This design comes from an exercise in tuning for small area on the open sky130 flow, not from production work.
RTL that was checked went through simulation tests only; none was proved equivalent to the original.

==> run a: inputs <==
## Guitar_Villains
module Guitar_Villains(
    input logic clk,
    input logic n_rst,
    input logic [3:0]button,
    input logic chip_select,
    output logic [6:0]top_row,
    output logic [6:0]bottom_row,
    output logic red_disp,
    output logic green_disp,
    output logic [6:0]ss0,
    output logic [6:0]ss1
);
  localparam IDLE = 3'd1;
  localparam EDIT = 3'd2;
  localparam DIFF = 3'd3;
  localparam RUN = 3'd4;
  localparam PAUSE = 3'd5;
  localparam FINISH = 3'd6;
  function automatic [4:0] bcdadd1(input [3:0] a, input [3:0] b, input ci);
    logic [4:0] r;
    logic ov;
    r = {1'b0, a} + {1'b0, b} + {4'b0, ci};
    ov = r[4] | (r[3] & (r[2] | r[1]));
    bcdadd1 = ov ? r + 5'd6 : r;
  endfunction
  function automatic [4:0] bcdadd1v(input [3:0] a, input [3:0] b, input ci);
    logic [4:0] r;
    logic ov;
    r = {1'b0, a} + {1'b0, b} + {4'b0, ci};
    ov = r[4] | (r[3] & (r[2] | r[1]));
    bcdadd1v = {ov, ov ? r[3:0] + 4'd6 : r[3:0]};
  endfunction
  function automatic [15:0] bcdadd4(input [15:0] a, input [15:0] b, input ci);
    logic [4:0] d0, d1, d2, d3;
    d0 = bcdadd1(a[3:0], b[3:0], ci);
    d1 = bcdadd1(a[7:4], b[7:4], d0[4]);
    d2 = bcdadd1(a[11:8], b[11:8], d1[4]);
    d3 = bcdadd1(a[15:12], b[15:12], d2[4]);
    bcdadd4 = {d3[3:0], d2[3:0], d1[3:0], d0[3:0]};
  endfunction
  ...
export LEC_CHECK = 0
export ABC_AREA = 1
export CAP_MARGIN = 20
export CORE_MARGIN = 2
export CORE_UTILIZATION = 40
export SLEW_MARGIN = 20
create_clock -name core_clock -period 20.0 [get_ports {clk}]
run.sh (not shown) runs the stock make flow with config.mk's settings and CLKGATE_MAP_FILE= SYNTH_SCRIPT=/design/flow/synth_recipe.tcl, a recipe that flattens the netlist after the stock synthesis.
==> inputs of run b, as changes to run a <==
--- a/flow/design.v
+++ b/flow/design.v
@@ -23,35 +23,49 @@
   logic [13:0] fcg, fcm;
   logic [15:0] nh_inc, nm_inc;
   always_comb begin
     logic c;
     logic [3:0] d;
     d = nh[3:0];
-    c = d >= 4'd7;
-    nh_inc[3:0] = c ? d - 4'd7 : d + 4'd3;
+    c = d[3] | (d[2] & d[1] & d[0]);            
+    nh_inc[0] = ~d[0];
+    nh_inc[1] = c ? (d[3] & d[0]) : ~(d[1] ^ d[0]);
+    nh_inc[2] = ~c & (d[2] ^ (d[1] | d[0]));
+    nh_inc[3] = ~c & d[2] & (d[1] | d[0]);
     for (int k = 1; k < 4; k++) begin
       d = nh[4*k +: 4];
-      nh_inc[4*k +: 4] = c ? ((d == 4'd9) ? 4'd0 : d + 4'd1) : d;
-      c = c & (d == 4'd9);
+      nh_inc[4*k]     = d[0] ^ c;
+      nh_inc[4*k + 1] = d[1] ^ (c & d[0] & ~d[3]);
+      nh_inc[4*k + 2] = d[2] ^ (c & d[1] & d[0]);
+      nh_inc[4*k + 3] = d[3] ^ (c & ((d[2] & d[1] & d[0]) | (d[3] & d[0])));
+      c = c & d[3] & d[0];                       
     end
   end
   logic bcd_mode;
   assign bcd_mode = chk & ~hit;
   always_comb begin
-    logic c, ov;
-    logic [4:0] r;
+    logic c, ov, c4;
+    logic [3:0] d, r;
     c = 1'b1;
     for (int k = 0; k < 4; k++) begin
-      r = {1'b0, nm[4*k +: 4]} + {4'b0, c};
-      ov = r[4] | (r[3] & (r[2] | r[1]));
+      d = nm[4*k +: 4];
+      r[0] = d[0] ^ c;
+      r[1] = d[1] ^ (c & d[0]);
+      r[2] = d[2] ^ (c & d[1] & d[0]);
+      r[3] = d[3] ^ (c & d[2] & d[1] & d[0]);
+      c4 = c & d[3] & d[2] & d[1] & d[0];
+      ov = c4 | (r[3] & (r[2] | r[1]));
       if (bcd_mode) begin
-        nm_inc[4*k +: 4] = ov ? r[3:0] + 4'd6 : r[3:0];
+        nm_inc[4*k]     = r[0];
+        nm_inc[4*k + 1] = r[1] ^ ov;
+        nm_inc[4*k + 2] = r[2] ^ (ov & ~r[1]);
+        nm_inc[4*k + 3] = r[3] ^ (ov & (r[2] | r[1]));
         c = ov;
       end else begin
-        nm_inc[4*k +: 4] = r[3:0];
-        c = r[4];
+        nm_inc[4*k +: 4] = r;
+        c = c4;
       end
     end
   end
   function automatic [13:0] step14(input [13:0] a);
     step14 = {a[12:0], ~(a[13] ^ a[12])};
   endfunction
@@ -150,41 +164,38 @@
   localparam IDLE = 3'd1;
   localparam EDIT = 3'd2;
   localparam DIFF = 3'd3;
   localparam RUN = 3'd4;
   localparam PAUSE = 3'd5;
   localparam FINISH = 3'd6;
-  function automatic [4:0] bcdadd1(input [3:0] a, input [3:0] b, input ci);
-    logic [4:0] r;
-    logic ov;
-    r = {1'b0, a} + {1'b0, b} + {4'b0, ci};
-    ov = r[4] | (r[3] & (r[2] | r[1]));
-    bcdadd1 = ov ? r + 5'd6 : r;
-  endfunction
-  function automatic [4:0] bcdadd1v(input [3:0] a, input [3:0] b, input ci);
-    logic [4:0] r;
-    logic ov;
-    r = {1'b0, a} + {1'b0, b} + {4'b0, ci};
-    ov = r[4] | (r[3] & (r[2] | r[1]));
-    bcdadd1v = {ov, ov ? r[3:0] + 4'd6 : r[3:0]};
-  endfunction
-  function automatic [15:0] bcdadd4(input [15:0] a, input [15:0] b, input ci);
-    logic [4:0] d0, d1, d2, d3;
-    d0 = bcdadd1(a[3:0], b[3:0], ci);
-    d1 = bcdadd1(a[7:4], b[7:4], d0[4]);
-    d2 = bcdadd1(a[11:8], b[11:8], d1[4]);
-    d3 = bcdadd1(a[15:12], b[15:12], d2[4]);
-    bcdadd4 = {d3[3:0], d2[3:0], d1[3:0], d0[3:0]};
+  function automatic [4:0] bdig(input [3:0] a, input [3:0] b, input ci, input weird);
+    logic [4:0] c;
+    logic [3:0] z;
+    logic ov, k;
+    c[0] = ci;
+    for (int i = 0; i < 4; i++) begin
+      z[i] = a[i] ^ b[i] ^ c[i];
+      c[i+1] = (a[i] & b[i]) | (c[i] & (a[i] ^ b[i]));
+    end
+    ov = c[4] | (z[3] & (z[2] | z[1]));
+    k = ov & (z[2] | z[1]);
+    bdig[0] = z[0];
+    bdig[1] = z[1] ^ ov;
+    bdig[2] = z[2] ^ (ov & ~z[1]);
+    bdig[3] = z[3] ^ k;
+    bdig[4] = weird ? ov & ~(c[4] & z[3] & (z[2] | z[1])) : ov;
   endfunction
-  function automatic [15:0] bcdadd4v(input [15:0] a, input [15:0] b, input ci);
-    logic [4:0] d0, d1, d2, d3;
-    d0 = bcdadd1v(a[3:0], b[3:0], ci);
-    d1 = bcdadd1v(a[7:4], b[7:4], d0[4]);
-    d2 = bcdadd1v(a[11:8], b[11:8], d1[4]);
-    d3 = bcdadd1v(a[15:12], b[15:12], d2[4]);
-    bcdadd4v = {d3[3:0], d2[3:0], d1[3:0], d0[3:0]};
+  function automatic [15:0] badd(input [15:0] a, input [15:0] b, input ci, input weird);
+    logic [4:0] d;
+    logic c;
+    c = ci;
+    for (int i = 0; i < 4; i++) begin
+      d = bdig(a[4*i +: 4], b[4*i +: 4], c, weird);
+      badd[4*i +: 4] = d[3:0];
+      c = d[4];
+    end
   endfunction
   function automatic [3:0] comp9(input [3:0] a);
     comp9 = (a <= 4'd9) ? 4'd9 - a : 4'd0;
   endfunction
   function automatic [6:0] seg7(input [3:0] a);
     case (a)
@@ -301,23 +312,23 @@
   gv_row r2 (.clk(clk), .n_rst(n_rst), .pushed(m_run & e1), .idle(m_idle), .p37(p37_2),
     .set_win(set_win), .clr_win(clr_win), .cnt_le(~ge60k), .nh(nh2), .nm(nm2), .good(good2), .missed(missed2));
   logic [15:0] th, tm, tsc, tm9;
   logic [7:0] hits8, misses8, score, dneg;
   logic is_neg, flash_on, fl;
   logic [16:0] fc;
-  assign th = bcdadd4v(nh1, nh2, 1'b0);
-  assign tm = bcdadd4(nm1, nm2, 1'b0);
+  assign th = badd(nh1, nh2, 1'b0, 1'b0);
+  assign tm = badd(nm1, nm2, 1'b0, 1'b1);
   assign tm9 = {comp9(tm[15:12]), comp9(tm[11:8]), comp9(tm[7:4]), comp9(tm[3:0])};
-  assign tsc = bcdadd4v(th, tm9, 1'b1);
+  assign tsc = badd(th, tm9, 1'b1, 1'b0);
   assign hits8 = (th[15:8] != 8'h00) ? 8'h99 : th[7:0];
-  assign misses8 = (tm > 16'h99) ? 8'h99 : tm[7:0];
-  logic [4:0] dn0, dn1;
-  assign dn0 = bcdadd1v(comp9(tsc[3:0]), 4'd0, 1'b1);
-  assign dn1 = bcdadd1v(comp9(tsc[7:4]), 4'd0, dn0[4]);
-  assign dneg = {dn1[3:0], dn0[3:0]};
-  assign is_neg = tsc[15:12] >= 4'd5;
+  assign misses8 = ((tm[15:8] != 8'h00) || (tm[7:4] > 4'd9) || (tm[7:4] == 4'd9 && tm[3:0] > 4'd9)) ? 8'h99 : tm[7:0];
+  logic z0;
+  assign z0 = tsc[3:0] == 4'd0;
+  assign dneg[3:0] = z0 ? 4'd0 : 4'd10 - tsc[3:0];
+  assign dneg[7:4] = 4'd9 - tsc[7:4] + {3'b0, z0};
+  assign is_neg = tsc[15] | (tsc[14] & (tsc[13] | tsc[12]));
   assign flash_on = ~is_neg | ~fl;
   always_comb begin
     if (tsc[15:8] == 8'h00) score = tsc[7:0];
     else if (tsc[15:8] == 8'h99 && tsc[7:0] != 8'h00) score = dneg;
     else score = 8'h99;
   end
Settings changed: CORE_UTILIZATION 40 to 60, CTS_BUF_LIST set to sky130_fd_sc_hd__clkbuf_16, CTS_CLUSTER_DIAMETER set to 100, CTS_CLUSTER_SIZE set to 24.
==> inputs of run c, as changes to run a <==
--- a/flow/design.v
+++ b/flow/design.v
@@ -23,35 +23,49 @@
   logic [13:0] fcg, fcm;
   logic [15:0] nh_inc, nm_inc;
   always_comb begin
     logic c;
     logic [3:0] d;
     d = nh[3:0];
-    c = d >= 4'd7;
-    nh_inc[3:0] = c ? d - 4'd7 : d + 4'd3;
+    c = d[3] | (d[2] & d[1] & d[0]);            
+    nh_inc[0] = ~d[0];
+    nh_inc[1] = c ? (d[3] & d[0]) : ~(d[1] ^ d[0]);
+    nh_inc[2] = ~c & (d[2] ^ (d[1] | d[0]));
+    nh_inc[3] = ~c & d[2] & (d[1] | d[0]);
     for (int k = 1; k < 4; k++) begin
       d = nh[4*k +: 4];
-      nh_inc[4*k +: 4] = c ? ((d == 4'd9) ? 4'd0 : d + 4'd1) : d;
-      c = c & (d == 4'd9);
+      nh_inc[4*k]     = d[0] ^ c;
+      nh_inc[4*k + 1] = d[1] ^ (c & d[0] & ~d[3]);
+      nh_inc[4*k + 2] = d[2] ^ (c & d[1] & d[0]);
+      nh_inc[4*k + 3] = d[3] ^ (c & ((d[2] & d[1] & d[0]) | (d[3] & d[0])));
+      c = c & d[3] & d[0];                       
     end
   end
   logic bcd_mode;
   assign bcd_mode = chk & ~hit;
   always_comb begin
-    logic c, ov;
-    logic [4:0] r;
+    logic c, ov, c4;
+    logic [3:0] d, r;
     c = 1'b1;
     for (int k = 0; k < 4; k++) begin
-      r = {1'b0, nm[4*k +: 4]} + {4'b0, c};
-      ov = r[4] | (r[3] & (r[2] | r[1]));
+      d = nm[4*k +: 4];
+      r[0] = d[0] ^ c;
+      r[1] = d[1] ^ (c & d[0]);
+      r[2] = d[2] ^ (c & d[1] & d[0]);
+      r[3] = d[3] ^ (c & d[2] & d[1] & d[0]);
+      c4 = c & d[3] & d[2] & d[1] & d[0];
+      ov = c4 | (r[3] & (r[2] | r[1]));
       if (bcd_mode) begin
-        nm_inc[4*k +: 4] = ov ? r[3:0] + 4'd6 : r[3:0];
+        nm_inc[4*k]     = r[0];
+        nm_inc[4*k + 1] = r[1] ^ ov;
+        nm_inc[4*k + 2] = r[2] ^ (ov & ~r[1]);
+        nm_inc[4*k + 3] = r[3] ^ (ov & (r[2] | r[1]));
         c = ov;
       end else begin
-        nm_inc[4*k +: 4] = r[3:0];
-        c = r[4];
+        nm_inc[4*k +: 4] = r;
+        c = c4;
       end
     end
   end
   function automatic [13:0] step14(input [13:0] a);
     step14 = {a[12:0], ~(a[13] ^ a[12])};
   endfunction
@@ -150,41 +164,38 @@
   localparam IDLE = 3'd1;
   localparam EDIT = 3'd2;
   localparam DIFF = 3'd3;
   localparam RUN = 3'd4;
   localparam PAUSE = 3'd5;
   localparam FINISH = 3'd6;
-  function automatic [4:0] bcdadd1(input [3:0] a, input [3:0] b, input ci);
-    logic [4:0] r;
-    logic ov;
-    r = {1'b0, a} + {1'b0, b} + {4'b0, ci};
-    ov = r[4] | (r[3] & (r[2] | r[1]));
-    bcdadd1 = ov ? r + 5'd6 : r;
-  endfunction
-  function automatic [4:0] bcdadd1v(input [3:0] a, input [3:0] b, input ci);
-    logic [4:0] r;
-    logic ov;
-    r = {1'b0, a} + {1'b0, b} + {4'b0, ci};
-    ov = r[4] | (r[3] & (r[2] | r[1]));
-    bcdadd1v = {ov, ov ? r[3:0] + 4'd6 : r[3:0]};
-  endfunction
-  function automatic [15:0] bcdadd4(input [15:0] a, input [15:0] b, input ci);
-    logic [4:0] d0, d1, d2, d3;
-    d0 = bcdadd1(a[3:0], b[3:0], ci);
-    d1 = bcdadd1(a[7:4], b[7:4], d0[4]);
-    d2 = bcdadd1(a[11:8], b[11:8], d1[4]);
-    d3 = bcdadd1(a[15:12], b[15:12], d2[4]);
-    bcdadd4 = {d3[3:0], d2[3:0], d1[3:0], d0[3:0]};
+  function automatic [4:0] bdig(input [3:0] a, input [3:0] b, input ci, input weird);
+    logic [4:0] c;
+    logic [3:0] z;
+    logic ov, k;
+    c[0] = ci;
+    for (int i = 0; i < 4; i++) begin
+      z[i] = a[i] ^ b[i] ^ c[i];
+      c[i+1] = (a[i] & b[i]) | (c[i] & (a[i] ^ b[i]));
+    end
+    ov = c[4] | (z[3] & (z[2] | z[1]));
+    k = ov & (z[2] | z[1]);
+    bdig[0] = z[0];
+    bdig[1] = z[1] ^ ov;
+    bdig[2] = z[2] ^ (ov & ~z[1]);
+    bdig[3] = z[3] ^ k;
+    bdig[4] = weird ? ov & ~(c[4] & z[3] & (z[2] | z[1])) : ov;
   endfunction
-  function automatic [15:0] bcdadd4v(input [15:0] a, input [15:0] b, input ci);
-    logic [4:0] d0, d1, d2, d3;
-    d0 = bcdadd1v(a[3:0], b[3:0], ci);
-    d1 = bcdadd1v(a[7:4], b[7:4], d0[4]);
-    d2 = bcdadd1v(a[11:8], b[11:8], d1[4]);
-    d3 = bcdadd1v(a[15:12], b[15:12], d2[4]);
-    bcdadd4v = {d3[3:0], d2[3:0], d1[3:0], d0[3:0]};
+  function automatic [15:0] badd(input [15:0] a, input [15:0] b, input ci, input weird);
+    logic [4:0] d;
+    logic c;
+    c = ci;
+    for (int i = 0; i < 4; i++) begin
+      d = bdig(a[4*i +: 4], b[4*i +: 4], c, weird);
+      badd[4*i +: 4] = d[3:0];
+      c = d[4];
+    end
   endfunction
   function automatic [3:0] comp9(input [3:0] a);
     comp9 = (a <= 4'd9) ? 4'd9 - a : 4'd0;
   endfunction
   function automatic [6:0] seg7(input [3:0] a);
     case (a)
@@ -301,23 +312,23 @@
   gv_row r2 (.clk(clk), .n_rst(n_rst), .pushed(m_run & e1), .idle(m_idle), .p37(p37_2),
     .set_win(set_win), .clr_win(clr_win), .cnt_le(~ge60k), .nh(nh2), .nm(nm2), .good(good2), .missed(missed2));
   logic [15:0] th, tm, tsc, tm9;
   logic [7:0] hits8, misses8, score, dneg;
   logic is_neg, flash_on, fl;
   logic [16:0] fc;
-  assign th = bcdadd4v(nh1, nh2, 1'b0);
-  assign tm = bcdadd4(nm1, nm2, 1'b0);
+  assign th = badd(nh1, nh2, 1'b0, 1'b0);
+  assign tm = badd(nm1, nm2, 1'b0, 1'b1);
   assign tm9 = {comp9(tm[15:12]), comp9(tm[11:8]), comp9(tm[7:4]), comp9(tm[3:0])};
-  assign tsc = bcdadd4v(th, tm9, 1'b1);
+  assign tsc = badd(th, tm9, 1'b1, 1'b0);
   assign hits8 = (th[15:8] != 8'h00) ? 8'h99 : th[7:0];
-  assign misses8 = (tm > 16'h99) ? 8'h99 : tm[7:0];
-  logic [4:0] dn0, dn1;
-  assign dn0 = bcdadd1v(comp9(tsc[3:0]), 4'd0, 1'b1);
-  assign dn1 = bcdadd1v(comp9(tsc[7:4]), 4'd0, dn0[4]);
-  assign dneg = {dn1[3:0], dn0[3:0]};
-  assign is_neg = tsc[15:12] >= 4'd5;
+  assign misses8 = ((tm[15:8] != 8'h00) || (tm[7:4] > 4'd9) || (tm[7:4] == 4'd9 && tm[3:0] > 4'd9)) ? 8'h99 : tm[7:0];
+  logic z0;
+  assign z0 = tsc[3:0] == 4'd0;
+  assign dneg[3:0] = z0 ? 4'd0 : 4'd10 - tsc[3:0];
+  assign dneg[7:4] = 4'd9 - tsc[7:4] + {3'b0, z0};
+  assign is_neg = tsc[15] | (tsc[14] & (tsc[13] | tsc[12]));
   assign flash_on = ~is_neg | ~fl;
   always_comb begin
     if (tsc[15:8] == 8'h00) score = tsc[7:0];
     else if (tsc[15:8] == 8'h99 && tsc[7:0] != 8'h00) score = dneg;
     else score = 8'h99;
   end
Settings changed: CORE_UTILIZATION 40 to 60, CTS_BUF_LIST set to sky130_fd_sc_hd__clkbuf_8, CTS_CLUSTER_DIAMETER set to 80, CTS_CLUSTER_SIZE set to 15.
==> summary of the runs <==
Run b went through all stages and came out clean. Run a ran to the end with no violations. Run c completed with no timing, DRC or antenna violations.
Against run b, the die area of run a is higher by 60%.
Maximum frequency, highest first: run a, run b, run c.
The lowest worst setup slack belongs to run c, the highest to run a.
In run b the area after synthesis is smaller than in run a, by about 7%.
Synthesized cell count is the same in run b and run c.
Routed wire length, lowest first: run b, run c, run a.
The RTL of run b and run c was laid out without a check of its function.

==> port drivers added, routing unchanged <==
In the flow no input, the clock included, has a driving cell. The finished layouts below were timed again as built, in two steps. Step 1: set_driving_cell puts a clkbuf_16 on clk and a buf_2 on each other input, an assumption about the parent block. Step 2 also shifts input and output timing later by t, the mid clock arrival at the registers, as if the neighbouring blocks saw the same clock. a / b / c = no drivers / after step 1 / after step 2; a / b = the first two.
run | t, ns | slack for setup (ns) | worst setup path at the end | slew at the worst register clock pin (ns) | worst slew at a driven data input, ns
run a | 0.609 | 3.010 / 2.954 / 3.563 | register to output | 0.06 / 0.06 | 0.05
run b | 0.558 | 1.048 / 0.995 / 1.553 | register to output | 0.10 / 0.10 | 0.05
run c | 0.623 | 1.048 / 0.998 / 1.621 | register to output | 0.11 / 0.11 | 0.05
After both steps every run listed still meets setup and hold.
